What follows belongs to an exercise in optimizing a design on an open flow for small area; a production flow would make more cautious choices. Function was checked by simulation only, so behaviour that the tests miss may differ from the original.

Setup of v53:
==> flow/design.v (excerpt) <==
module ahb (
            hclk
           ,hresetn
           ,htrans
           ,haddr
           ,hwdata
           ,hready_in
           ,hsel
           ,hwrite
           ,hsize
           ,hresp
           ,hready_out
           ,hrdata
           ,frame_num
           ,sample_in_frame
           ,com_2_ovl
           ,max_point_fft_core
           ,alpha
           ,quarter
           ,fft_num
           ,fft_stage_number
           ,mel_num
           ,cep_num
           ,trigger
           );
clock: 10.0 ns
lec_check: 0
cap_margin: 0
core_margin: 2
core_utilization: 45
slew_margin: 0
synth_hierarchical: 1
standard.sh (not shown) runs the stock make flow with config.mk's settings and CLKGATE_MAP_FILE= SYNTH_SCRIPT=/design/flow/synth_recipe.tcl, a recipe that flattens the netlist after the stock synthesis.
==> flow/flow/run.sh <==
#!/bin/bash
# Standard ORFS layout, with the smallest buffer (sky130_fd_sc_hd__buf_1)
# on every port and a clock tree built without dummy loads.
set -euo pipefail
CTS="-sink_clustering_enable -repair_clock_nets -dont_use_dummy_load -buf_list sky130_fd_sc_hd__clkbuf_16 -sink_clustering_size 28 -sink_clustering_max_diameter 90"
bash standard.sh 'BUFFER_PORTS_ARGS=-buffer_cell sky130_fd_sc_hd__buf_1' "CTS_ARGS=$CTS" finish > make_finish.log 2>&1
Changes in v46 relative to v53:
Settings: CTS_BUF_LIST newly set to sky130_fd_sc_hd__clkbuf_8; CTS_CLUSTER_DIAMETER newly set to 60; CTS_CLUSTER_SIZE newly set to 14; CORE_UTILIZATION changed from 45 to 55; SLEW_MARGIN changed from 0 to 20; CAP_MARGIN changed from 0 to 20.
==> flow/flow/run.sh <==
#!/bin/bash
# Standard ORFS layout, but the port buffers are the smallest buffer
# (sky130_fd_sc_hd__buf_1) instead of the one buffer_ports picks itself.
set -euo pipefail
bash standard.sh 'BUFFER_PORTS_ARGS=-buffer_cell sky130_fd_sc_hd__buf_1' finish > make_finish.log 2>&1
[summary]
- STATUS wire length of the first global-routing pass: v46 loses against v53
- v53 vs v46, first element of the critical path: addr_q[2]$_DFF_P_ vs addr_q[0]$_DFF_P_
- Total inserted antenna cells: v46 vs v53 up 2
- Compared with v53, in v46 pre-CTS worst setup slack went down 210 ps, non-clock buffer count went down by about 0.7%, routability congestion estimate picked up an extra about 5.4%.
The following lists how v44 was set up differently from v46:
Settings: CORE_UTILIZATION: 55 -> 40; CTS_BUF_LIST: sky130_fd_sc_hd__clkbuf_8 -> unset; CTS_CLUSTER_SIZE: 14 -> unset; CTS_CLUSTER_DIAMETER: 60 -> unset.
Results
- Between v46 and v44, final worst-path cycle share decreased.
- v44: PASS, flow complete, no timing, DRC or antenna violations
- Delta (v44 minus v46): well-tap cell count up 111; sequential share of layout area down 2.7 points.
- Changes observed in v44 relative to v46: relative slew slack increased 3.4 points, starting utilization of the core area decreased 15 points, clock buffer count from CTS increased about 37%, number of cells after detailed placement increased 122.
- Taking v46 as the reference point, the sum of met2 wire segment lengths after detailed routing of v44 rises by about 6%.
- On final standard cell utilization of the core, the higher figure sits with v46, not v44.

* * *

lagoon:
Another version of the RTL of ahb (not shown whole).
Size in the first run: ~860 cells after synthesis.
// ahb
module ahb (
            hclk
           ,hresetn
           ,htrans
           ,haddr
           ,hwdata
           ,hready_in
           ,hsel
           ,hwrite
           ,hsize
           ,hresp
           ,hready_out
           ,hrdata
           ,frame_num
           ,sample_in_frame
           ,com_2_ovl
           ,max_point_fft_core
           ,alpha
           ,quarter
           ,fft_num
           ,fft_stage_number
           ,mel_num
           ,cep_num
           ,trigger
           );
==> flow/config.mk <==
export PLATFORM = sky130hd
export DESIGN_NAME = ahb
export DESIGN_NICKNAME = ahb
export VERILOG_FILES = /design/flow/design.v
export SDC_FILE = /design/flow/constraint.sdc
export NUM_CORES = 4
export LEC_CHECK = 0
export CAP_MARGIN = 0
export CORE_MARGIN = 2
export CORE_UTILIZATION = 65
export SLEW_MARGIN = 0
export SYNTH_HIERARCHICAL = 1
==> flow/constraint.sdc <==
create_clock -name core_clock -period 10.0 [get_ports {hclk}]
set_input_delay 2.0000 -clock core_clock [delete_from_list [all_inputs] [get_ports {hclk}]]
set_output_delay 2.0000 -clock core_clock [all_outputs]
set_load 0.01 [all_outputs]
==> flow/flow/run.sh <==
#!/bin/bash
# Standard ORFS layout, with the smallest buffer (sky130_fd_sc_hd__buf_1)
# on every port and a clock tree built without dummy loads.
set -euo pipefail
CTS="-sink_clustering_enable -repair_clock_nets -dont_use_dummy_load -buf_list sky130_fd_sc_hd__clkbuf_16 -root_buf sky130_fd_sc_hd__clkbuf_4 -tree_buf sky130_fd_sc_hd__clkbuf_4 -sink_clustering_size 32 -sink_clustering_max_diameter 150"
bash standard.sh 'BUFFER_PORTS_ARGS=-buffer_cell sky130_fd_sc_hd__buf_1' "CTS_ARGS=$CTS" finish > make_finish.log 2>&1
Changes in indigo relative to lagoon:
==> flow/flow/run.sh <==
#!/bin/bash
# Standard ORFS layout, with the smallest buffer (sky130_fd_sc_hd__buf_1)
# on every port and a clock tree built without dummy loads.
set -euo pipefail
CTS="-sink_clustering_enable -repair_clock_nets -dont_use_dummy_load -buf_list sky130_fd_sc_hd__clkbuf_16 -root_buf sky130_fd_sc_hd__clkbuf_4 -tree_buf sky130_fd_sc_hd__clkbuf_4 -sink_clustering_size 28 -sink_clustering_max_diameter 150"
bash standard.sh 'BUFFER_PORTS_ARGS=-buffer_cell sky130_fd_sc_hd__buf_1' "CTS_ARGS=$CTS" finish > make_finish.log 2>&1
==> comparison <==
indigo against lagoon: total via count in the routed design shows no meaningful change; hold slack saw little to no change; worst setup slack rose by 41 ps.

-- re-timing with driven ports --
In the flow no input, the clock included, has a driving cell. The finished layouts below were timed again as built, in two steps. Step 1 (the two cells are an assumption about what drives the block):
set clk [get_ports {hclk}]
set_driving_cell -lib_cell sky130_fd_sc_hd__clkbuf_16 $clk
set_driving_cell -lib_cell sky130_fd_sc_hd__buf_2 [delete_from_list [all_inputs] $clk]
Step 2 times the ports against the registers' clock, not the clock port: input delays grow and output delays shrink by t, the midpoint of the rising clock arrivals with the driver on. Three values: ideal, step 1, step 2; two values: the first two.
run	shift t [ns]	setup slack, ns	clock arrival spread, ns
v53	0.550	4.875 / 4.823 / 5.373	0.019 / 0.020
v46	0.623	4.508 / 4.458 / 5.081	0.036 / 0.036
v44	0.549	4.554 / 4.503 / 5.052	0.012 / 0.012
lagoon	0.710	4.710 / 4.665 / 5.375	0.069 / 0.069
indigo	0.710	4.752 / 4.709 / 5.419	0.030 / 0.030
After both steps setup and hold are still met in every run listed.
